From an optimization exercise on the open Yosys and OpenROAD flow, aimed at small area; shortcuts taken in it are not production practice.
No functional check of the RTL was part of this run.
Power figures rest on the tool's default switching activity, not on a simulated workload.

## flow/flow/run.sh

```bash
#!/bin/bash
# Standard ORFS layout (the standard.sh) with three changes:
#  - port buffers use the smallest buffer cell instead of the resizer's pick
#  - after global placement, gates with timing slack are downsized
#    (flow/pre_resize.tcl) before the usual repair_design
#  - clock tree synthesis without dummy loads
set -euo pipefail
export BUFFER_PORTS_ARGS="-buffer_cell sky130_fd_sc_hd__buf_1"
export PRE_RESIZE_TCL="$PWD/flow/pre_resize.tcl"
export CTS_ARGS="-sink_clustering_enable -repair_clock_nets -dont_use_dummy_load -buf_list sky130_fd_sc_hd__clkbuf_4 -sink_clustering_size 10 -sink_clustering_max_diameter 40"
bash standard.sh > standard.log 2>&1
```

## flow/flow/pre_resize.tcl

```tcl
# Downsize gates off the critical paths before repair_design runs (resize.tcl
# calls repair_design right after this hook, fixing any slew or cap left over).
estimate_parasitics -placement
set_dont_use $::env(DONT_USE_CELLS)
repair_timing -recover_power 100 -verbose
```

## flow/standard.sh

```bash
#!/bin/bash
# synth_recipe.tcl (not shown) runs the flow's synth.tcl, then flattens the netlist and writes it again
# the make line also repeats each setting of config.mk as NAME=value (left out here)
make -C /OpenROAD-flow-scripts/flow DESIGN_CONFIG=/design/flow/config.mk WORK_HOME=/design/flow/orfs CLKGATE_MAP_FILE= SYNTH_SCRIPT=/design/flow/synth_recipe.tcl "${@:-finish}"
```

## flow/config.mk

```make
export PLATFORM = sky130hd
export DESIGN_NAME = apb_spi_top
export DESIGN_NICKNAME = apb_spi_top
export VERILOG_FILES = /design/flow/design.v
export SDC_FILE = /design/flow/constraint.sdc
export NUM_CORES = 4
export LEC_CHECK = 0
export CAP_MARGIN = 0
export CORE_MARGIN = 2
export CORE_UTILIZATION = 70
export CTS_BUF_LIST = sky130_fd_sc_hd__clkbuf_4
export CTS_CLUSTER_DIAMETER = 40
export CTS_CLUSTER_SIZE = 10
export PLACE_DENSITY = 0.85
export SLEW_MARGIN = 0
export SYNTH_HIERARCHICAL = 1
export SYNTH_MINIMUM_KEEP_SIZE = 0
```

## flow/constraint.sdc

```tcl
create_clock -name core_clock -period 10.0 [get_ports {i_clk}]
set_input_delay 2.0000 -clock core_clock [delete_from_list [all_inputs] [get_ports {i_clk}]]
set_output_delay 2.0000 -clock core_clock [all_outputs]
set_load 0.01 [all_outputs]
```

## flow/design.v

```verilog
`timescale 1ns / 1ps
module apb_spi_top(
    input  wire        i_clk,
    input  wire        i_rst_n,
    input  wire        i_psel,
    input  wire        i_pwrite,
    input  wire        i_penable,
    input  wire [31:0] i_paddr,
    input  wire [31:0] i_pwdata,
    output wire [31:0] o_prdata,
    output wire        o_pready,
    output wire        o_pslverr,
    input  wire        i_MISO,
    output reg         o_MOSI,
    output reg         o_SCLK,
    output wire        o_SS0,
    output wire        o_SS1,
    output wire        o_SS2,
    output wire        o_SS3,
    output wire        o_int
);
    localparam [1:0] ST_IDLE = 2'd0, ST_LOAD = 2'd1, ST_XFER = 2'd2, ST_DONE = 2'd3;
    wire        page = (i_paddr[31:12] == 20'h40002);
    wire [11:0] off  = i_paddr[11:0];
    wire        acc  = i_psel & i_penable & page;
    wire        wr   = acc & i_pwrite;
    wire        rd   = acc & ~i_pwrite;
    wire s_lcr = (off == 12'h000);
    wire s_dlr = (off == 12'h004);
    wire s_ier = (off == 12'h008);
    wire s_tbr = (off == 12'h010);
    wire s_rbr = (off == 12'h014);
    reg  [1:0] state;
    reg  [1:0] gap;
    wire busy = (state != ST_IDLE);
    wire st_load = (state == ST_LOAD);
    wire st_xfer = (state == ST_XFER);
    reg  [5:0] lcr;
    reg  [7:0] dlr;
    reg  [3:0] ier;
    wire wls  = lcr[0];
    wire cpol = lcr[1];
    wire cpha = lcr[2];
    wire cdte = lcr[3];
    reg  [15:0] tring [0:15];
    reg  [15:0] rring [0:15];
    reg  [3:0]  xh, rh;
    reg  [4:0]  xc, rc;
    reg  [15:0] tbr;
    reg  [15:0] rx_sh;
    reg         tx_push, tx_pend, rx_pop, rx_wr, done;
    wire t_empty = (xc == 5'd0);
    wire t_full  = xc[4];
    wire r_empty = (rc == 5'd0);
    wire r_full  = rc[4];
    wire tbr_w   = wr & s_tbr & ~t_full;
    wire [3:0] xtail = xh + xc[3:0];
    wire [3:0] rtail = rh + rc[3:0];
    wire t_ins = (tx_push & ~xtail[0]) | tx_pend;
    wire r_ins = ((done & (~r_full | rx_pop)) | (rx_wr & ~r_full)) & ~rtail[0];
    reg  [15:0] thead;
    reg         thv;
    wire th_tbr  = tx_push & (xc == {4'd0, st_load});
    wire th_ring = ~thv & (xh == 4'd0) & ~t_empty;
    wire [15:0] rsel;
    wire [15:0] rhead;
    spi_dec16p u_rdec (.i_a(rh), .o_y(rsel));
    spi_ohmux16p u_rmux (.i_sel(rsel), .i_d({rring[15], rring[14], rring[13], rring[12], rring[11], rring[10], rring[9], rring[8],
                                             rring[7], rring[6], rring[5], rring[4], rring[3], rring[2], rring[1], rring[0]}), .o_q(rhead));
    integer k;
    always @(posedge i_clk) begin
        if (tbr_w) tbr <= i_pwdata[15:0];
        xh <= xh + 1'b1 + st_load;
        rh <= rh + 1'b1 + rx_pop;
        if (th_tbr)       thead <= tbr;
        else if (th_ring) thead <= tring[0];
        tring[0] <= tring[15];
        rring[0] <= rring[15];
        for (k = 1; k < 16; k = k + 1) begin
            if (k & 1) tring[k] <= ~((t_ins && (xtail[3:1] == (k >> 1))) ? (((k >> 1) & 1) ? ~tbr : tbr)
                                                                           : tring[k-1]);
            else       tring[k] <= tring[k-1];
            if (k & 1) rring[k] <= ~((r_ins && (rtail[3:1] == (k >> 1))) ? (((k >> 1) & 1) ? ~rx_sh : rx_sh)
                                                                           : rring[k-1]);
            else       rring[k] <= rring[k-1];
        end
    end
    always @(posedge i_clk or negedge i_rst_n) begin
        if (!i_rst_n) begin
            xc <= 5'd0; rc <= 5'd0;
            tx_push <= 1'b0; tx_pend <= 1'b0; rx_pop <= 1'b0;
            thv <= 1'b0;
        end else begin
            if (th_tbr | th_ring) thv <= 1'b1;
            else if (st_load)     thv <= 1'b0;
            tx_push <= tbr_w;
            tx_pend <= tx_push & xtail[0];
            rx_pop  <= rd & s_rbr & ~r_empty;
            if (tx_push & ~st_load)      xc <= xc + 1'b1;
            else if (~tx_push & st_load) xc <= xc - 1'b1;
            if (rx_wr & ~r_full & ~rx_pop)    rc <= rc + 1'b1;
            else if (~(rx_wr & ~r_full) & rx_pop) rc <= rc - 1'b1;
        end
    end
    always @(posedge i_clk or negedge i_rst_n) begin
        if (!i_rst_n) begin
            lcr <= 6'd0; dlr <= 8'd0; ier <= 4'd0;
        end else begin
            if (wr & s_lcr & ~busy) lcr <= i_pwdata[5:0];
            if (wr & s_dlr & ~busy) dlr <= i_pwdata[7:0];
            if (wr & s_ier)         ier <= i_pwdata[3:0];
        end
    end
    assign o_pready  = 1'b1;
    assign o_pslverr = (wr & busy & ((s_lcr & (i_pwdata[5:0] != lcr)) |
                                     (s_dlr & (i_pwdata[7:0] != dlr))))
                     | (acc & (off >= 12'h018));
    reg [31:0] rdata;
    always @(*) begin
        case (off)
            12'h000: rdata = {26'd0, lcr};
            12'h004: rdata = {24'd0, dlr};
            12'h008: rdata = {28'd0, ier};
            12'h00C: rdata = {28'd0, r_full, r_empty, t_full, t_empty};
            12'h010: rdata = 32'd0;
            12'h014: rdata = {16'd0, rhead};
            default: rdata = 32'hFFFF_FFFF;
        endcase
    end
    assign o_prdata = page ? rdata : 32'd0;
    assign o_int = (t_empty & ier[0]) | (t_full & ier[1]) | (r_empty & ier[2]) | (r_full & ier[3]);
    reg  [7:0] cnt;       
    reg  [5:0] m;         
    reg [15:0] tx_sh;
    wire z      = (cnt == 8'd0);
    wire toggle = st_xfer & ~done & z;
    wire shedge = m[0] ^ cpha;
    wire can_go = ~t_empty & ~r_full;
    always @(posedge i_clk or negedge i_rst_n) begin
        if (!i_rst_n) begin
            state <= ST_IDLE;
            gap   <= 2'd0;
        end else begin
            if (state == ST_DONE) gap <= gap + 1'b1;
            case (state)
                ST_IDLE: if (can_go) state <= ST_LOAD;
                ST_LOAD: state <= ST_XFER;
                ST_XFER: if (done) state <= ~cdte ? ST_DONE : (can_go ? ST_LOAD : ST_IDLE);
                ST_DONE: if (gap == 2'd3) state <= ST_IDLE;
            endcase
        end
    end
    always @(posedge i_clk) begin
        cnt <= (z | st_load) ? dlr : cnt - 1'b1;
        if (st_load)     m <= wls ? 6'd30 : 6'd14;
        else if (toggle) m <= m - 1'b1;
        if (st_load) tx_sh <= thead;
        if (toggle & ~shedge)
            rx_sh <= {rx_sh[14:8], rx_sh[7] & wls, rx_sh[6:0], i_MISO};
    end
    always @(posedge i_clk or negedge i_rst_n) begin
        if (!i_rst_n) begin
            o_SCLK <= 1'b0;
            o_MOSI <= 1'b0;
            done   <= 1'b0;
            rx_wr  <= 1'b0;
        end else begin
            done  <= toggle & m[5];
            rx_wr <= done;
            if (!st_xfer)    o_SCLK <= cpol;
            else if (toggle) o_SCLK <= ~o_SCLK;
            if (st_load & ~cpha)                o_MOSI <= wls ? thead[15] : thead[7];
            else if (toggle & shedge & ~m[5])   o_MOSI <= tx_sh[m[4:1]];
        end
    end
    wire ss_act = st_load | st_xfer;
    assign o_SS0 = ~(ss_act & (lcr[5:4] == 2'd0));
    assign o_SS1 = ~(ss_act & (lcr[5:4] == 2'd1));
    assign o_SS2 = ~(ss_act & (lcr[5:4] == 2'd2));
    assign o_SS3 = ~(ss_act & (lcr[5:4] == 2'd3));
endmodule
module spi_dec16p(input wire [3:0] i_a, output wire [15:0] o_y);
    wire [3:0] lo, hi;
    spi_dec4 u_lo (.i_a(i_a[1:0]), .o_y(lo));
    spi_dec4 u_hi (.i_a(i_a[3:2]), .o_y(hi));
    spi_and4x4p u_and (.i_lo(lo), .i_hi(hi), .o_y(o_y));
endmodule
module spi_dec4(input wire [1:0] i_a, output wire [3:0] o_y);
    assign o_y = 4'd1 << i_a;
endmodule
module spi_and4x4p(input wire [3:0] i_lo, input wire [3:0] i_hi, output wire [15:0] o_y);
    genvar i;
    generate for (i = 0; i < 16; i = i + 1) begin : g_and
        if (((i + 1) >> 1) & 1) begin : g_n
            assign o_y[i] = ~(i_lo[i % 4] & i_hi[i / 4]);
        end else begin : g_p
            assign o_y[i] = i_lo[i % 4] & i_hi[i / 4];
        end
    end endgenerate
endmodule
module spi_ohmux16p(input wire [15:0] i_sel, input wire [255:0] i_d, output wire [15:0] o_q);
    genvar b;
    generate for (b = 0; b < 16; b = b + 1) begin : g_bit
        wire [2:0] g;
        wire [3:0] h;
        spi_aoi222 u_g0 (.i_a({i_d[16*4+b],  i_d[16*3+b],  i_d[16*0+b]}),  .i_s({i_sel[4],  i_sel[3],  i_sel[0]}),  .o_y(g[0]));
        spi_aoi222 u_g1 (.i_a({i_d[16*11+b], i_d[16*8+b],  i_d[16*7+b]}),  .i_s({i_sel[11], i_sel[8],  i_sel[7]}),  .o_y(g[1]));
        spi_aoi22  u_g2 (.i_a({i_d[16*15+b], i_d[16*12+b]}),               .i_s({i_sel[15], i_sel[12]}),            .o_y(g[2]));
        spi_oai22  u_h0 (.i_a({i_d[16*2+b],  i_d[16*1+b]}),  .i_s({i_sel[2],  i_sel[1]}),  .o_y(h[0]));
        spi_oai22  u_h1 (.i_a({i_d[16*6+b],  i_d[16*5+b]}),  .i_s({i_sel[6],  i_sel[5]}),  .o_y(h[1]));
        spi_oai22  u_h2 (.i_a({i_d[16*10+b], i_d[16*9+b]}),  .i_s({i_sel[10], i_sel[9]}),  .o_y(h[2]));
        spi_oai22  u_h3 (.i_a({i_d[16*14+b], i_d[16*13+b]}), .i_s({i_sel[14], i_sel[13]}), .o_y(h[3]));
        spi_or_mix u_o (.i_g(g), .i_h(h), .o_y(o_q[b]));
    end endgenerate
endmodule
module spi_aoi222(input wire [2:0] i_a, input wire [2:0] i_s, output wire o_y);
    assign o_y = ~((i_a[0] & i_s[0]) | (i_a[1] & i_s[1]) | (i_a[2] & i_s[2]));
endmodule
module spi_aoi22(input wire [1:0] i_a, input wire [1:0] i_s, output wire o_y);
    assign o_y = ~((i_a[0] & i_s[0]) | (i_a[1] & i_s[1]));
endmodule
module spi_oai22(input wire [1:0] i_a, input wire [1:0] i_s, output wire o_y);
    assign o_y = ~((i_a[0] | i_s[0]) & (i_a[1] | i_s[1]));
endmodule
module spi_or_mix(input wire [2:0] i_g, input wire [3:0] i_h, output wire o_y);
    assign o_y = ~&i_g | (|i_h);
endmodule
```

==> load_flow_metrics.sql <==
INSERT INTO impl_metrics (metric_group, metric, value, unit) VALUES
('run_status', 'run_status', 'timing/DRC/antenna clean', ''),
('clock_network', 'post_cts_hold_fix_bufs', '0', ''),
('critical_path', 'critical_path_startpoint_category', 'primary input', ''),
('global_routing', 'maximum_number_of_pins_on_one_net_before_global_route_repair', '35', ''),
('drt', 'detail_route.wirelength', '45400', 'um'),
('critical_path', 'worst-endpoint-required', '8.00', 'ns'),
('drt', 'final_antenna_net_count', '0', ''),
('logic_synthesis', 'post_synth_num_cell_types', '61', ''),
('floorplan', 'area_of_the_die', '0.0314', 'mm2'),
('clock_network', 'ctsResizeCount', '0', ''),
('cells_and_area', 'layout-area-overhead-vs-synth', '5.68', '%'),
('logic_synthesis', 'synth_seq_cells', '638', ''),
('clock_network', 'tritoncts_clock_tree', 'done', ''),
('placed_design', 'port-buffer-count', '93', ''),
('placed_design', 'pre_cts_setup_slack', '3.16', 'ns'),
('global_routing', 'grtUsageTotal', '29.6', '%'),
('cells_and_area', 'drive_gt1_share', '10.1', '%'),
('global_routing', 'overflow', '0', ''),
('drt', 'route.detailed.wl_per_inst', '21.8', 'um'),
('cells_and_area', 'seq_area', '0.0137', 'mm2'),
('drt', 'drt_iter0_drc', '1064', ''),
('placed_design', 'dp_hpwl', '28600', 'um'),
('sta', 'hold_viol', '0', ''),
('drt', 'drt_first_pass_iters', '9', ''),
('cells_and_area', 'n_fill_cell', '1856', ''),
('floorplan', 'core', '0.0296', 'mm2'),
('sta', 'finalWorstPathRequiredPeriod', '6.91', 'ns'),
('job', 'maxCapViolCount', '0', ''),
('logic_synthesis', 'postSynthNetCount', '1651', ''),
('logic_synthesis', 'number_of_enable_type_register_cells_in_the_synthesized_netlist', '70', ''),
('clock_network', 'clock_slew_at_reported_path_ffs', '0.10', 'ns'),
('logic_synthesis', 'async_reset_ff_share', '6.27', '%'),
('logic_synthesis', 'synth.largest_area_cell', 'sky130_fd_sc_hd__dfxtp_1', ''),
('logic_synthesis', 'netlist_area', '0.0210', 'mm2'),
('sta', 'fmax', '0.145', 'GHz'),
('pwr', 'pwr_density_cell', '175', 'mW/mm2'),
('drt', 'route.detailed.vias_per_inst', '6.07', ''),
('floorplan', 'initial_standard_cell_utilization_of_the_core', '71.0', '%'),
('logic_synthesis', 'syn-instance-count', '1551', ''),
('floorplan', 'chipHeight', '177', 'um'),
('drt', 'dr_total_vias', '12637', ''),
('logic_synthesis', 'ys_dominant_reg_cell', 'sky130_fd_sc_hd__dfxtp_1', ''),
('sta', 'layout_worst_path_cycle_share', '69.1', '%'),
('critical_path', 'cp.arrival', '4.91', 'ns'),
('critical_path', 'crit_path_max_incr_delay', '0.91', 'ns'),
('floorplan', 'number_of_rows_created_at_floorplan', '63', ''),
('cells_and_area', 'fin_nets', '1792', ''),
('sta', 'fin_worst_skew', '0.111', 'ns'),
('logic_synthesis', 'yosys_warnings', '9', ''),
('sta', 'timing_worst_slew_pin_value', '1.41', 'ns'),
('sta', 'hold_slack', '0.305', 'ns'),
('critical_path', 'timing.critical_path.cells', 'buf_1 > nor4_1 > nand4_1 > a221oi_1 > nor2_1 > buf_1', ''),
('critical_path', 'cpMaxStageDelayCell', 'sky130_fd_sc_hd__nor4_1', ''),
('clock_network', 'clk_latency', '0.77', 'ns'),
('logic_synthesis', 'synth_largest_type_area_fraction', '50.4', '%'),
('clock_network', 'ctsHtreeMaxLevel', '3', ''),
('floorplan', 'design.portCount', '111', ''),
('sta', 'setup_tns', '0', 'ns'),
('logic_synthesis', 'synth.top_cells.by_area', 'sky130_fd_sc_hd__dfxtp_1 50%, sky130_fd_sc_hd__mux2i_1 12%, sky130_fd_sc_hd__edfxtp_1 10%', ''),
('placed_design', 'gp_congestion', '0.899', ''),
('cells_and_area', 'multiInputGateArea', '0.00671', 'mm2'),
('clock_network', 'cts_setup_buffers', '0', ''),
('logic_synthesis', 'sequential_fraction_of_the_synthesis_area', '65.2', '%'),
('critical_path', 'path_max_fanout', '10', ''),
('clock_network', 'clock_path_buffers', '3', ''),
('critical_path', 'crit_path_frequent_cell', 'sky130_fd_sc_hd__buf_1', ''),
('critical_path', 'crit_type', 'in -> out', ''),
('sta', 'setup_violations', '0', ''),
('critical_path', 'critical_path.endpoint_type', 'primary output', ''),
('sta', 'postLayoutSetupSlackWorst', '3.09', 'ns'),
('clock_network', 'cts_buf_count', '79', '');
## cells by family after synthesis
group | after synthesis | synth area share (%)
xor gates and xnor gates | 49 | 2.17
buffers and inverters | 109 | 2.53
adders and majority gates | 30 | 1.93
other | 1 | 0.0179
DFF | 638 | 65.2
and+or+nand+nor | 231 | 7.11
AOI/OAI and AO/OA | 204 | 6.98
muxes | 289 | 14.1
## per-module statistics from Yosys (local to each module, per instance), a selection
| module | times used | flops+latches | cells inside | area [um2] |
|---|---|---|---|---|
| spi_or_mix | 16 | 0 | 2 | 23.8 |
| spi_dec4 | 2 | 0 | 4 | 26.3 |
| spi_oai22 | 64 | 0 | 1 | 6.26 |
| spi_and4x4p | 1 | 0 | 16 | 80.1 |
| spi_aoi222 | 32 | 0 | 1 | 10.0 |
| apb_spi_top | 1 | 638 | 1383 | 19600 |
| spi_aoi22 | 16 | 0 | 1 | 12.5 |
## path summary, 6_finish.rpt
check,startpoint,end,slack [ns],cells past startpoint
worst max register to register,xc[1],tring[7][7],6.26,7
min in group asynchronous,i_rst_n,xc[2],1.17,1
worst max-delay path,i_paddr[9],o_prdata[7],3.09,6
worst min register to register,tring[3][7],tring[4][7],0.30,0
max in group asynchronous,i_rst_n,rx_wr,8.36,2
worst min-delay path,tring[3][7],tring[4][7],0.30,0
## power breakdown
part | internal, W | switching, W
clock network | 0.000364 | 0.000758
logic | 0.0000618 | 0.0000851
registers | 0.00260 | 0.0000190
total | 0.00302 | 0.000862
## cell type report
class,count,share of cell area (%)
Inverter,57,0.965
Sequential cell,638,61.7
Timing Repair Buffer,112,2.23
Multi-Input combinational cell,804,30.3
Antenna cell,2,0.0226
Tap cell,390,2.20
Clock buffer,79,2.67
## cell usage in the layout (no fill, tap or decap), types with 37 or more instances in the layout
cell type,n
sky130_fd_sc_hd__nor2_1,38
sky130_fd_sc_hd__buf_1,85
sky130_fd_sc_hd__dfrtp_1,40
sky130_fd_sc_hd__dfxtp_1,528
sky130_fd_sc_hd__a21oi_1,37
sky130_fd_sc_hd__inv_1,57
sky130_fd_sc_hd__edfxtp_1,70
sky130_fd_sc_hd__nand2_1,60
sky130_fd_sc_hd__o22ai_1,64
sky130_fd_sc_hd__clkbuf_4,79
sky130_fd_sc_hd__mux2i_1,261
## Yosys cell counts (16+ instances only)
cell,n
sky130_fd_sc_hd__nor4b_2,16
sky130_fd_sc_hd__nand2_1,56
sky130_fd_sc_hd__nor2_1,39
sky130_fd_sc_hd__ha_1,26
sky130_fd_sc_hd__mux2_2,25
sky130_fd_sc_hd__o21ai_0,28
sky130_fd_sc_hd__a22oi_2,16
sky130_fd_sc_hd__nand4b_1,16
sky130_fd_sc_hd__dfrtp_1,40
sky130_fd_sc_hd__dfxtp_1,528
sky130_fd_sc_hd__o22ai_1,64
sky130_fd_sc_hd__buf_4,25
sky130_fd_sc_hd__a222oi_1,33
sky130_fd_sc_hd__mux2i_1,261
sky130_fd_sc_hd__xor2_1,24
sky130_fd_sc_hd__inv_1,57
sky130_fd_sc_hd__a21oi_1,37
sky130_fd_sc_hd__xnor2_1,23
sky130_fd_sc_hd__edfxtp_1,70
## through the flow
stage	cell area (um2)	total power, W	util [%]	cells
after floorplan	21000	0.00278	-	1551
after global placement	21600	0.00282	73.2	1998
after detailed placement	21600	0.00282	73.0	2001
after CTS	22200	0.00391	75.0	2080
after global routing	22200	0.00403	75.0	2081
final	22200	0.00389	75.0	2082
## state kept, by name (all words and copies together) (netlist names), 5 cells and up
name and cells:
cnt 8, dlr 8, lcr 6, m 6, rc 5, rring 256
rx_sh 16, tbr 16, thead 16, tring 256, tx_sh 16, xc 5
## worst max-delay path: cells and delay by family
kind,cells,cell delay [ns]
simple gates,3,1.89
compound gates,1,0.78
buf+inv,2,0.25
## per-layer routing
layer  vias up  GRT usage (%)  share of wire (%)
li1       5860              -                  -
met4         0           12.5                3.2
met5         -              0                  0
met1      6157           36.9                 40
met3       127           5.97                6.8
met2       493           50.4                 50

-- static timing again, ports no longer ideal --
The flow's constraints put no driver on any port. The routed layout listed below was extracted and timed again, unchanged, in two steps.
Step 1, drivers: a clkbuf_16 drives i_clk and a buf_2 each remaining input, both assumed.
Step 2 moves the port delays by t, midway between the first and last clock arrival at a register: inputs arrive t later, outputs are due t later. That takes back most of the time a late clock gives input paths.
Three values: ideal ports, drivers, drivers and shift; two values: the first two.
t, ns: 0.758
setup slack, ns: 3.085 / 3.062 / 3.062
hold WS [ns]: 0.305 / 0.305 / 0.305
worst data-port slew with drivers (ns): 0.04
After both steps setup and hold are still met in this run. For this run, drivers alone change the setup slack by -0.023 ns; drivers and shift together by -0.023 ns.
